What follows belongs to an exercise in optimizing a design on an open flow for small area, a short achievable clock period and few clock cycles; a production flow would make more cautious choices. Function was not checked in any run shown here: the RTL went through the layout flow alone.

$ cat flow/config.mk
export PLATFORM = sky130hd
export DESIGN_NAME = a2_add_b2
export DESIGN_NICKNAME = a2_add_b2
export VERILOG_FILES = /design/flow/design.v
export SDC_FILE = /design/flow/constraint.sdc
export NUM_CORES = 4
export LEC_CHECK = 0
export ABC_AREA = 1
export CAP_MARGIN = 20
export CORE_MARGIN = 2
export CORE_UTILIZATION = 40
export PLACE_DENSITY = 0.6
export SLEW_MARGIN = 20
$ cat flow/constraint.sdc
create_clock -name core_clock -period 6.5 [get_ports {clk}]
set_input_delay 1.3000 -clock core_clock [delete_from_list [all_inputs] [get_ports {clk}]]
set_output_delay 1.3000 -clock core_clock [all_outputs]
set_load 0.01 [all_outputs]
$ cat flow/design.v
module sumsq(input [7:0] a, input [7:0] b, output [15:0] s);
	wire n1, n2;
	assign {n2, n1} = (a[1] & a[6]) + (a[2] & a[5]) + (a[3] & a[4]);
	wire n3, n4;
	assign {n4, n3} = a[4] + (a[7] & ~a[0]);
	wire n5, n6;
	assign {n6, n5} = (a[0] & a[5]) + (a[1] & a[4]) + (a[2] & a[3]);
	wire n7, n8;
	assign {n8, n7} = (a[0] & a[6]) + (a[1] & a[5]);
	wire n9, n10;
	assign {n10, n9} = a[7] + (b[1] & b[6]) + (b[2] & b[5]);
	wire n11, n12;
	assign {n12, n11} = (b[3] & b[4]) + b[4] + (b[7] & ~b[0]);
	wire n13, n14;
	assign {n14, n13} = (a[2] & a[6]) + (a[3] & a[5]) + (a[7] & ~a[1]);
	wire n15, n16;
	assign {n16, n15} = (b[2] & b[6]) + (b[3] & b[5]) + (b[7] & ~b[1]);
	wire n17, n18;
	assign {n18, n17} = (a[3] & a[6]) + (a[4] & a[5]) + a[5];
	wire n19, n20;
	assign {n20, n19} = (a[7] & ~a[2]) + (b[3] & b[6]) + (b[4] & b[5]);
	wire n21, n22;
	assign {n22, n21} = (a[0] & a[3]) + (a[1] & a[2]) + a[2];
	wire n23, n24;
	assign {n24, n23} = (a[0] & a[4]) + (a[1] & a[3]);
	wire n25, n26;
	assign {n26, n25} = a[3] + (b[0] & b[5]) + (b[1] & b[4]);
	wire n27, n28;
	assign {n28, n27} = (b[2] & b[3]) + b[3];
	wire n29, n30;
	assign {n30, n29} = (a[2] & a[4]) + (b[0] & b[6]) + (b[1] & b[5]);
	wire n31, n32;
	assign {n32, n31} = (b[2] & b[4]) + n6 + n7;
	wire n33, n34;
	assign {n34, n33} = b[7] + n1 + n3;
	wire n35, n36;
	assign {n36, n35} = n8 + n9 + n11;
	wire n37, n38;
	assign {n38, n37} = n2 + n4 + n10;
	wire n39, n40;
	assign {n40, n39} = n12 + n13 + n15;
	wire n41, n42;
	assign {n42, n41} = b[5] + (b[7] & ~b[2]) + n14;
	wire n43, n44;
	assign {n44, n43} = n16 + n17 + n19;
	wire n45, n46;
	assign {n46, n45} = (a[4] & a[6]) + (a[7] & ~a[3]) + (b[4] & b[6]);
	wire n47, n48;
	assign {n48, n47} = (b[7] & ~b[3]) + n18 + n20;
	wire n49, n50;
	assign {n50, n49} = (a[5] & a[6]) + a[6] + (a[7] & ~a[4]);
	wire n51, n52;
	assign {n52, n51} = (b[5] & b[6]) + b[6] + (b[7] & ~b[4]);
	wire n53, n54;
	assign {n54, n53} = (a[0] & a[1]) + a[1];
	wire n55, n56;
	assign {n56, n55} = (b[0] & b[3]) + (b[1] & b[2]);
	wire n57, n58;
	assign {n58, n57} = (b[0] & b[4]) + (b[1] & b[3]) + n22;
	wire n59, n60;
	assign {n60, n59} = n5 + n24 + n25;
	wire n61, n62;
	assign {n62, n61} = n26 + n28 + n29;
	wire n63, n64;
	assign {n64, n63} = n30 + n32 + n33;
	wire n65, n66;
	assign {n66, n65} = n34 + n36 + n37;
	wire n67, n68;
	assign {n68, n67} = n38 + n40 + n41;
	wire n69, n70;
	assign {n70, n69} = n42 + n44 + n45;
	wire n71, n72;
	assign {n72, n71} = n46 + n48 + n49;
	wire n73, n74;
	assign {n74, n73} = (a[7] & ~a[5]) + (b[7] & ~b[5]) + n50;
	wire n75, n76;
	assign {n76, n75} = (a[7] & ~a[6]) + a[7] + (b[7] & ~b[6]);
	wire n77, n78;
	assign {n78, n77} = (b[0] & b[1]) + b[1];
	wire n79, n80;
	assign {n80, n79} = (a[0] & a[2]) + (b[0] & b[2]) + n54;
	wire n81, n82;
	assign {n82, n81} = b[2] + n21 + n55;
	wire n83, n84;
	assign {n84, n83} = n23 + n56 + n57;
	wire n85, n86;
	assign {n86, n85} = n27 + n58 + n59;
	wire n87, n88;
	assign {n88, n87} = n31 + n60 + n61;
	wire n89, n90;
	assign {n90, n89} = n35 + n62 + n63;
	wire n91, n92;
	assign {n92, n91} = n39 + n64 + n65;
	wire n93, n94;
	assign {n94, n93} = n43 + n66 + n67;
	wire n95, n96;
	assign {n96, n95} = n47 + n68 + n69;
	wire n97, n98;
	assign {n98, n97} = n51 + n70 + n71;
	wire n99, n100;
	assign {n100, n99} = n52 + n72 + n73;
	wire n101, n102;
	assign {n102, n101} = b[7] + n74 + n75;
	wire n103, n104;
	assign {n104, n103} = a[7] + b[7] + n76;
	wire [15:0] r0 = {n102, n100, n98, n96, n94, n92, n90, n88, n86, n84, n82, n80, n78, n53, 1'b0, a[0]};
	wire [15:0] r1 = {n103, n101, n99, n97, n95, n93, n91, n89, n87, n85, n83, n81, n79, n77, 1'b0, b[0]};
	wire [15:0] g0 = r0 & r1, p0 = r0 ^ r1;
	wire bg1 = g0[1] | (p0[1] & g0[0]);
	wire bp1 = p0[1] & p0[0];
	wire bg2 = g0[3] | (p0[3] & g0[2]);
	wire bp2 = p0[3] & p0[2];
	wire bg3 = g0[5] | (p0[5] & g0[4]);
	wire bp3 = p0[5] & p0[4];
	wire bg4 = g0[7] | (p0[7] & g0[6]);
	wire bp4 = p0[7] & p0[6];
	wire bg5 = g0[9] | (p0[9] & g0[8]);
	wire bp5 = p0[9] & p0[8];
	wire bg6 = g0[11] | (p0[11] & g0[10]);
	wire bp6 = p0[11] & p0[10];
	wire bg7 = g0[13] | (p0[13] & g0[12]);
	wire bp7 = p0[13] & p0[12];
	wire bg8 = g0[15] | (p0[15] & g0[14]);
	wire bp8 = p0[15] & p0[14];
	wire bg9 = bg2 | (bp2 & bg1);
	wire bp9 = bp2 & bp1;
	wire bg10 = bg4 | (bp4 & bg3);
	wire bp10 = bp4 & bp3;
	wire bg11 = bg6 | (bp6 & bg5);
	wire bp11 = bp6 & bp5;
	wire bg12 = bg8 | (bp8 & bg7);
	wire bp12 = bp8 & bp7;
	wire bg13 = bg10 | (bp10 & bg9);
	wire bp13 = bp10 & bp9;
	wire bg14 = bg12 | (bp12 & bg11);
	wire bp14 = bp12 & bp11;
	wire bg15 = bg14 | (bp14 & bg13);
	wire bp15 = bp14 & bp13;
	wire bg16 = bg11 | (bp11 & bg13);
	wire bp16 = bp11 & bp13;
	wire bg17 = bg3 | (bp3 & bg9);
	wire bp17 = bp3 & bp9;
	wire bg18 = bg5 | (bp5 & bg13);
	wire bp18 = bp5 & bp13;
	wire bg19 = bg7 | (bp7 & bg16);
	wire bp19 = bp7 & bp16;
	wire bg20 = g0[2] | (p0[2] & bg1);
	wire bp20 = p0[2] & bp1;
	wire bg21 = g0[4] | (p0[4] & bg9);
	wire bp21 = p0[4] & bp9;
	wire bg22 = g0[6] | (p0[6] & bg17);
	wire bp22 = p0[6] & bp17;
	wire bg23 = g0[8] | (p0[8] & bg13);
	wire bp23 = p0[8] & bp13;
	wire bg24 = g0[10] | (p0[10] & bg18);
	wire bp24 = p0[10] & bp18;
	wire bg25 = g0[12] | (p0[12] & bg16);
	wire bp25 = p0[12] & bp16;
	wire bg26 = g0[14] | (p0[14] & bg19);
	wire bp26 = p0[14] & bp19;
	wire [15:0] c = {bg26, bg19, bg25, bg16, bg24, bg18, bg23, bg13, bg22, bg17, bg21, bg9, bg20, bg1, g0[0], 1'b0};
	assign s = p0 ^ c;
endmodule
module sq2 #(parameter J = 4) (
	input  [J-1+(J==0):0] q,
	input  [J:0]   r,
	input  [1:0]   s2,
	output [J:0]   qn,
	output [J+1:0] rn
);
	wire [J+2:0] rr = {r, s2};
	wire [J+3:0] d;
	generate if (J == 0) begin : first
		assign d = {1'b0, rr} - 4'b0001;
		assign qn = ~d[J+3];
	end else begin : next
		assign d = {1'b0, rr} - {q, 2'b01};
		assign qn = {q, ~d[J+3]};
	end endgenerate
	assign rn = d[J+3] ? rr[J+1:0] : d[J+1:0];
endmodule
module sq4 #(parameter J = 4) (
	input  [J-1:0] q,
	input  [J:0]   r,
	input  [3:0]   s4,
	output [J+1:0] qn,
	output [J+2:0] rn
);
	wire [J+4:0] rr = {r, s4};
	wire [J+5:0] d1 = {1'b0, rr} - {q, 3'b001};
	wire [J+5:0] d2 = {1'b0, rr} - {q, 4'b0100};
	wire [J+5:0] d3 = {1'b0, rr} - {q, 4'b0000} - {q, 3'b000} - 9;
	wire g1 = ~d1[J+5];
	wire g2 = ~d2[J+5];
	wire g3 = ~d3[J+5];
	assign qn = {q, g2, g3 | (g1 & ~g2)};
	assign rn = g3 ? d3[J+2:0] : g2 ? d2[J+2:0] : g1 ? d1[J+2:0] : rr[J+2:0];
endmodule
module a2_add_b2(
	input 				clk 	,
	input 				rst_n	,
	input 		[7:0]	a		,
	input 		[7:0]	b		,
	input 				i_vld	,
	output				o_vld	,
	output		[7:0]	sqrt	,
	output		[15:0]  remain
);
	wire [15:0] s_in;
	sumsq u_sumsq (.a(a), .b(b), .s(s_in));
	wire [0:0] q1;
	wire [1:0] r1;
	sq2 #(.J(0)) u_s0 (.q(1'b0), .r(1'b0), .s2(s_in[15:14]), .qn(q1), .rn(r1));
	wire [1:0] q2;
	wire [2:0] r2;
	sq2 #(.J(1)) u_s1 (.q(q1), .r(r1), .s2(s_in[13:12]), .qn(q2), .rn(r2));
	wire [2:0] q3;
	wire [3:0] r3;
	sq2 #(.J(2)) u_s2 (.q(q2), .r(r2), .s2(s_in[11:10]), .qn(q3), .rn(r3));
	reg vld_r;
	reg [2:0] q_r;
	reg [3:0] r_r;
	reg [9:0] s_r;
	always @(posedge clk) begin
		q_r <= q3;
		r_r <= r3;
		s_r <= s_in[9:0];
	end
	always @(posedge clk or negedge rst_n) begin
		if (~rst_n) vld_r <= 1'b0;
		else        vld_r <= i_vld;
	end
	wire [2:0] p3 = q_r;
	wire [3:0] t3 = r_r;
	wire [3:0] p4;
	wire [4:0] t4;
	sq2 #(.J(3)) u_t3 (.q(p3), .r(t3), .s2(s_r[9:8]), .qn(p4), .rn(t4));
	wire [4:0] p5;
	wire [5:0] t5;
	sq2 #(.J(4)) u_t4 (.q(p4), .r(t4), .s2(s_r[7:6]), .qn(p5), .rn(t5));
	wire [5:0] p6;
	wire [6:0] t6;
	sq2 #(.J(5)) u_t5 (.q(p5), .r(t5), .s2(s_r[5:4]), .qn(p6), .rn(t6));
	wire [6:0] p7;
	wire [7:0] t7;
	sq2 #(.J(6)) u_t6 (.q(p6), .r(t6), .s2(s_r[3:2]), .qn(p7), .rn(t7));
	wire [7:0] p8;
	wire [8:0] t8;
	sq2 #(.J(7)) u_t7 (.q(p7), .r(t7), .s2(s_r[1:0]), .qn(p8), .rn(t8));
	assign o_vld  = vld_r;
	assign sqrt   = p8;
	assign remain = {7'd0, t8[8:0]};
endmodule
$ cat flow/flow/run.sh
#!/bin/bash
# The standard layout flow (standard.sh), with two changes:
#  - synthesis leaves adders as plain gates for ABC instead of mapping them
#    to the library's full- and half-adder cells (ADDER_MAP_FILE empty);
#  - the port buffers that placement inserts on every input and output are
#    sky130_fd_sc_hd__buf_2 cells.
# Registers, constraints and every other step are the standard ones.
set -o pipefail
bash standard.sh ADDER_MAP_FILE= "BUFFER_PORTS_ARGS=-buffer_cell sky130_fd_sc_hd__buf_2" finish > standard.log 2>&1
$ cat flow/standard.sh
#!/bin/bash
# synth_recipe.tcl (not shown) runs the flow's synth.tcl, then flattens the netlist and writes it again
# the make line also repeats each setting of config.mk as NAME=value (left out here)
make -C /OpenROAD-flow-scripts/flow DESIGN_CONFIG=/design/flow/config.mk WORK_HOME=/design/flow/orfs CLKGATE_MAP_FILE= SYNTH_SCRIPT=/design/flow/synth_recipe.tcl "${@:-finish}"
==> results of run 1 <==
==> kinds of logic after synthesis <==
logic type,share of synthesized area
xor gates and xnor gates,0.109
and+or+nand+nor,0.558
other,0.000802
adders and majority gates,0.00214
DFF,0.0782
buffers and inverters,0.134
AOI/OAI and AO/OA,0.119
==> layout make-up <==
type,count,area [sq um],area share
Timing Repair Buffer,50,298,0.0573
Multi-Input combinational cell,735,3770,0.725
Sequential cell,18,367,0.0705
Clock buffer,4,88.8,0.0171
Tap cell,143,179,0.0344
Inverter,130,498,0.0958
==> synthesized netlist by cell type, types with 10 or more instances <==
library cell	number	area, sq um
nand2_1	345	1290
xnor2_1	15	131
inv_1	123	462
nand4_1	10	62.6
xor2_1	43	377
nor2_1	46	173
a21oi_1	24	120
nand2_2	24	150
o21ai_0	35	175
nand3_1	108	541
dfxtp_1	17	340
==> how the worst max path moves through the flow <==
stage	slack (ns)	depth (start not counted)	startpoint	endpoint
global route	-0.03	39	r_r[0]	remain[0]
CTS	0.17	39	q_r[0]	remain[3]
finish	0.46	36	q_r[2]	remain[1]
global placement	0.50	39	q_r[0]	remain[8]
floorplan	1.23	35	q_r[0]	remain[6]
detailed placement	0.45	35	q_r[0]	remain[3]
==> registers in the layout (all words and copies together), names as in the netlist <==
name / count
s_r: 10
q_r: 3
vld_r: 1
r_r: 4
==> through the flow <==
step | cells | hold slack (ns) | util
final | 1080 | 0.811 | 0.455
after floorplan | 898 | 1.00 | -
after global placement | 1063 | 1.08 | 0.433
after CTS | 1067 | 0.807 | 0.441
after global routing | 1080 | 0.807 | 0.455
after detailed placement | 1063 | 1.08 | 0.433
==> what timing repair did <==
item	CTS	global route
resized for setup	0	11
setup endpoints to repair	0	10
setup buffers	0	11
==> routing by layer <==
metal	GRT usage	vias up	share of wire
met5	0	-	0
met1	0.269	2308	0.48
met2	0.349	102	0.48
met4	0.0341	0	0.013
li1	-	2892	-
met3	0.0113	15	0.033
==> impl_results.md, run 1 <==
- Max Buffers Root-to-Sink: 2
- Vias: around 5.3k
- Critical Path Source Type: flip-flop
- Residual DRC: 0
- Hold crit path type: input port to asynchronous set/reset pin
- Post-Place Setup Slack: 0.450 ns
- ANT cells: 0
- DP Area: 4950 sq um
- Pin count of the biggest net entering global routing: 15
- CTS Buf Count: 3
- Asr flop ratio synth: 0.0556
- Clock slew seen by the registers of the worst setup and hold paths: ~0.050 ns
- EDFF count, synth: 0
- Period utilization: 0.930
- Most common cell after layout, fill and taps aside: nand2_1
- Final ANT Viol Nets: 0
- Htree depth: 1
- Cell area after synthesis: about 4700 sq um
- Cell area after layout: between 5000 and 6000 sq um
- Global Route Usage Sum: 0.197
- Worst path top cell family by delay: simple AND/OR/NAND/NOR gates
- Endpoints failing hold: 0
- CTS tree: built
- Nets: 957
- Drt first pass iters: 5
- HPWL after DPL: about 10,000 microns
- Sequential area share after synthesis: 0.0782
- Synth Warn #: 1
- Top FF cell, synth: dfxtp_1
- Buffer and inverter count on the worst path: 4
- First-pass GRT wire length: roughly 21,000 microns
- F_max: approximately 0.17 GHz
- Syn_area_per_cell: about 5.2 sq um
- Final setup margin: 0.457 ns
- Port Buffers: 36
- Die span in x: ~110 microns
- Crit path time final: around 6.0 ns
- # setup viols final: 0
- Num Clock Sinks: 18
- Gp weighted congestion: 0.900
- CP max FO: 14
- Top cell by count, worst path: nand2_1
- Commonest non-fill, non-tap cells in the layout: nand2_1 (343), inv_1 (123), nand3_1 (106)
- Fillers: 1,307
- Die height: 112 microns
- Area Growth Syn to Fin: 11.2%
- Routed WL: 12,700 microns
- DR iter-0 viols: 310
- CP peak stage delay: around 0.34 ns
- DIE AREA: between 10,000 and 15,000 sq um
- Hold_buf cts: 0
- Max-Cap Viols: 0
- Antenna violations before repair: 0
- Crit Path Category: flip-flop to primary output
- Critical Path AT: 4.74 ns
- Post-synthesis register bit count: 18
- CP Capture Type: primary output
- Core Region: ~11,000 sq um
- Slowest library cell on the worst path: dfxtp_1
- Number of global-route vias before repair: roughly 4.7k
- Worst EP required: between 5 and 6 ns
- Setup TNS: 0 ns
- Library cells used by synthesis: 47
- Site Rows: 39
- Overflow after GRT: 0
- Status: finished clean
- Pins over their slew limit: 0
- I/O pin total: 44
- Layout cells sized above 1: 0.140
- Post-Syn Instances: around 900
- Root Buffer Master: clkbuf_16
- Initial core utilization: 0.409
- Post-DR wirelength/cell: about 12 microns
- DR vias/cell: about 5
==> run 2, diff against run 1 <==
--- a/flow/design.v
+++ b/flow/design.v
@@ -1 +1,41 @@
+module sqtab(input [5:0] h, output reg [2:0] q, output reg [3:0] r);
+always @(*) begin
+	case (h)
+	6'd0: begin q = 3'd0; r = 4'd0; end
+	6'd1: begin q = 3'd1; r = 4'd0; end
+	6'd2: begin q = 3'd1; r = 4'd1; end
+	6'd3: begin q = 3'd1; r = 4'd2; end
+	6'd4: begin q = 3'd2; r = 4'd0; end
+	6'd5: begin q = 3'd2; r = 4'd1; end
+	6'd6: begin q = 3'd2; r = 4'd2; end
+	6'd7: begin q = 3'd2; r = 4'd3; end
+	6'd8: begin q = 3'd2; r = 4'd4; end
+	6'd9: begin q = 3'd3; r = 4'd0; end
+	6'd10: begin q = 3'd3; r = 4'd1; end
+	6'd11: begin q = 3'd3; r = 4'd2; end
+	6'd12: begin q = 3'd3; r = 4'd3; end
+	6'd13: begin q = 3'd3; r = 4'd4; end
+	6'd14: begin q = 3'd3; r = 4'd5; end
+	6'd15: begin q = 3'd3; r = 4'd6; end
+	6'd16: begin q = 3'd4; r = 4'd0; end
+	6'd17: begin q = 3'd4; r = 4'd1; end
+	6'd18: begin q = 3'd4; r = 4'd2; end
+	6'd19: begin q = 3'd4; r = 4'd3; end
+	6'd20: begin q = 3'd4; r = 4'd4; end
+	6'd21: begin q = 3'd4; r = 4'd5; end
+	6'd22: begin q = 3'd4; r = 4'd6; end
+	6'd23: begin q = 3'd4; r = 4'd7; end
+	6'd24: begin q = 3'd4; r = 4'd8; end
+	6'd25: begin q = 3'd5; r = 4'd0; end
+	6'd26: begin q = 3'd5; r = 4'd1; end
+	6'd27: begin q = 3'd5; r = 4'd2; end
+	6'd28: begin q = 3'd5; r = 4'd3; end
+	6'd29: begin q = 3'd5; r = 4'd4; end
+	6'd30: begin q = 3'd5; r = 4'd5; end
+	6'd31: begin q = 3'd5; r = 4'd6; end
+	6'd32: begin q = 3'd5; r = 4'd7; end
+	default: begin q = 3'bx; r = 4'bx; end
+	endcase
+end
+endmodule
 module sumsq(input [7:0] a, input [7:0] b, output [15:0] s);
@@ -210,19 +250,16 @@
 	sumsq u_sumsq (.a(a), .b(b), .s(s_in));
-	wire [0:0] q1;
-	wire [1:0] r1;
-	sq2 #(.J(0)) u_s0 (.q(1'b0), .r(1'b0), .s2(s_in[15:14]), .qn(q1), .rn(r1));
-	wire [1:0] q2;
-	wire [2:0] r2;
-	sq2 #(.J(1)) u_s1 (.q(q1), .r(r1), .s2(s_in[13:12]), .qn(q2), .rn(r2));
 	wire [2:0] q3;
 	wire [3:0] r3;
-	sq2 #(.J(2)) u_s2 (.q(q2), .r(r2), .s2(s_in[11:10]), .qn(q3), .rn(r3));
+	sqtab u_tab (.h(s_in[15:10]), .q(q3), .r(r3));
+	wire [3:0] q4;
+	wire [4:0] r4;
+	sq2 #(.J(3)) u_s3 (.q(q3), .r(r3), .s2(s_in[9:8]), .qn(q4), .rn(r4));
 	reg vld_r;
-	reg [2:0] q_r;
-	reg [3:0] r_r;
-	reg [9:0] s_r;
+	reg [3:0] q_r;
+	reg [4:0] r_r;
+	reg [7:0] s_r;
 	always @(posedge clk) begin
-		q_r <= q3;
-		r_r <= r3;
-		s_r <= s_in[9:0];
+		q_r <= q4;
+		r_r <= r4;
+		s_r <= s_in[7:0];
 	end
@@ -232,7 +269,4 @@
 	end
-	wire [2:0] p3 = q_r;
-	wire [3:0] t3 = r_r;
-	wire [3:0] p4;
-	wire [4:0] t4;
-	sq2 #(.J(3)) u_t3 (.q(p3), .r(t3), .s2(s_r[9:8]), .qn(p4), .rn(t4));
+	wire [3:0] p4 = q_r;
+	wire [4:0] t4 = r_r;
 	wire [4:0] p5;
==> impl_results.md, run 2 <==
- CTS tree: built
- Post-Syn Instances: 972 (+9.0%)
- CP max FO: 13 (-1)
- Gp weighted congestion: 0.881 (-2.0%)
- Slowest library cell on the worst path: dfxtp_1
- Pin count of the biggest net entering global routing: 14 (-1)
- Commonest non-fill, non-tap cells in the layout: nand2_1 (408), inv_1 (135), nand3_1 (107)
- Endpoints failing hold: 0 (unchanged)
- Final non-filler cell total: 1,135 (+5.1%)
- Htree depth: 1 (unchanged)
- Number of global-route vias before repair: 4,798 (+2.7%)
- Layout cells sized above 1: 0.107 (-0.0330)
- Dominant cells by area after synthesis: nand2_1 (32%), nand3_1 (11%), inv_1 (11%)
- Worst slew pin tran: just over 0.5 ns
- Clock slew seen by the registers of the worst setup and hold paths: 0.06 ns (about the same)
- Max Buffers Root-to-Sink: 2 (unchanged)
- Crit Path Category: flip-flop to primary output
- Top-area cell type share of the netlist area: 0.319 (+0.0422)
- DR vias/cell: 4.81 (-2.3%)
- Syn_area_per_cell: 4.94 sq um (-5.8%)
- CP peak stage delay: 0.42 ns (+0.08 ns)
- Drt first pass iters: 5 (unchanged)
- Die height: 114 microns (+1.3%)
- Core Region: 11,600 sq um (+1.3%)
- First-pass GRT wire length: 20,400 microns (-3.7%)
- Vias: 5,461 (+2.7%)
- Hold_buf cts: 0 (unchanged)
- Overflow after GRT: 0 (unchanged)
- Critical Path AT: 4.54 ns (-0.20 ns)
- Final ANT Viol Nets: 0 (unchanged)
- Synth cell count leaders: nand2_1 (408), inv_1 (135), nand3_1 (107)
- Routed WL: 11,600 microns (-8.5%)
- DIE AREA: 12,900 sq um (+2.5%)
- CP Capture Type: primary output
- Area Growth Syn to Fin: 6.31%
- Setup TNS: 0 ns (unchanged)
- Biggest regs: s_r (8), r_r (5), q_r (4)
- Crit path time final: 5.84 ns (-0.201 ns)
- Largest Register: s_r
- Residual DRC: 0 (unchanged)
- Initial core utilization: 0.415 (+0.00542)
- Sequential area share after synthesis: 0.0762 (-0.00200)
- Top cell by count, worst path: nand2_1
- Fillers: 1,300 (-0.54%)
- Post-DR wirelength/cell: 10.2 microns (-13%)
- Largest register FFs: 8 (-2)
- CTS Buf Count: 3 (unchanged)
- Period utilization: 0.899 (-0.0309)
- Die span in x: 114 microns (+1.3%)
- Site Rows: 39 (unchanged)
- Nets: 1,012 (+5.7%)
- Max-Cap Viols: 0 (unchanged)
- Port Buffers: 36 (unchanged)
- F_max: 0.171 GHz (+3.4%)
- ANT cells: 0 (unchanged)
- Cell area after synthesis: 4800 sq um (+2.6%)
- I/O pin total: 44 (unchanged)
- Library cells used by synthesis: 44 (-6.4%)
- DR iter-0 viols: 262 (-15%)
- Most common cell after layout, fill and taps aside: nand2_1
- Cell taking the most area after synthesis: nand2_1
- Post-synthesis register bit count: 18 (unchanged)
- Root Buffer Master: clkbuf_16
- Critical Path Source Type: flip-flop
- Post-CTS sizing: 0 (unchanged)
- Hold crit path type: input port to asynchronous set/reset pin
- Post-CTS setup buffers: 0 (unchanged)
- Top FF cell, synth: dfxtp_1
- Worst slew margin: 0.658
- Antenna violations before repair: 0 (unchanged)
- # setup viols final: 0 (unchanged)
- Pins over their slew limit: 0 (unchanged)
- RSZ-0062 raised after global routing: false
- Num Clock Sinks: 18 (unchanged)
- Status: finished clean
- HPWL after DPL: 9980 microns (-3.9%)
- Global Route Usage Sum: 0.185 (-0.0124)
- Synth Warn #: 2 (+1)
- EDFF count, synth: 0 (unchanged)
- Placed cell count: 1,131 (+6.4%)
- Worst EP required: 5.20 ns (about the same)
- Asr flop ratio synth: 0.0556 (unchanged)
- Top-count cell post-synth: nand2_1
## run 2: changes by cell type after synthesis, moves of 8 or more
cell     change
inv_1       +12
xor2_1      -22
o21ai_0      -8
buf_2        +9
nor2_1      +30
nand2_1     +63
## run 2: final timing paths
kind / from / to / slack (ns) / cells after the start
max in group asynchronous: rst_n / vld_r / 5.61 / 1
worst max-delay path: q_r[0] / remain[8] / 0.66 / 36
worst min-delay path: rst_n / vld_r / 0.81 / 1
min in group core_clock: i_vld / vld_r / 1.16 / 1
## run 2: routing by layer
metal,global-route usage,vias up,part of all wire,wire [microns]
met5,0,-,0,0
met4,0.0317,0,0.0090,104
met3,0.0175,6,0.043,497
met2,0.321,102,0.44,5150
met1,0.253,2293,0.50,5840
li1,-,3060,-,-
## run 2: kinds of logic (layout without fill, tap and decap cells)
family,after synthesis,count (layout),synth area share
buffers and inverters,170,184,0.148
xor gates and xnor gates,29,29,0.0529
and+or+nand+nor,671,671,0.614
other,1,7,0.000782
AOI/OAI and AO/OA,83,83,0.108
DFF,18,18,0.0762
## run 2: layout make-up
class                   count  area [sq um]  area share
flip-flops and latches     18           365      0.0716
clock buffers               4          88.8      0.0174
repair buffers             36           180      0.0353
inverters                 144           542       0.106
multi-input cells         790          3740       0.734
well taps                 143           179      0.0351
## run 2: worst max-delay path: cells and delay by family, from the launching register on
kind | cells | cell delay [ns]
compound gates | 1 | 0.18
buf+inv | 5 | 0.53
simple gates | 30 | 3.14
flops | 1 | 0.42
## run 2: stage by stage
| stage | utilization | hold WS, ns | worst slack [ns] | instance area (sq um) |
|---|---|---|---|---|
| final | 0.441 | 0.809 | 0.658 | 5100 |
| after global routing | 0.441 | 0.799 | 0.0831 | 5100 |
| after CTS | 0.441 | 0.804 | 0.611 | 5100 |
| after detailed placement | 0.433 | 1.08 | 0.882 | 5010 |
| after global placement | 0.433 | 1.08 | 1.03 | 5010 |
| after floorplan | - | 1.00 | 1.53 | 4820 |

afterwards: timing with drivers on the ports:
Ports are ideal in the flow. The routed layouts listed here were re-timed in OpenROAD. Step 1 sets driving cells, clkbuf_16 on the clock port and buf_2 on the other inputs (assumed; they add their load-dependent delay and slew). Step 2 also shifts input and output timing later by t, the mid clock arrival at the registers, as if the neighbouring blocks saw the same clock. a / b / c = no drivers / after step 1 / after step 2; a / b = the first two.
run | shift t [ns] | slack for setup (ns) | slew at the worst register clock pin (ns) | worst slew at a driven data input, ns | cell pins on the clock port's net
run 1 | 0.281 | 0.457 / 0.424 / 0.705 | 0.05 / 0.05 | 0.03 | 1
run 2 | 0.282 | 0.658 / 0.625 / 0.907 | 0.06 / 0.06 | 0.04 | 1
After both steps setup and hold are still met in every run listed.
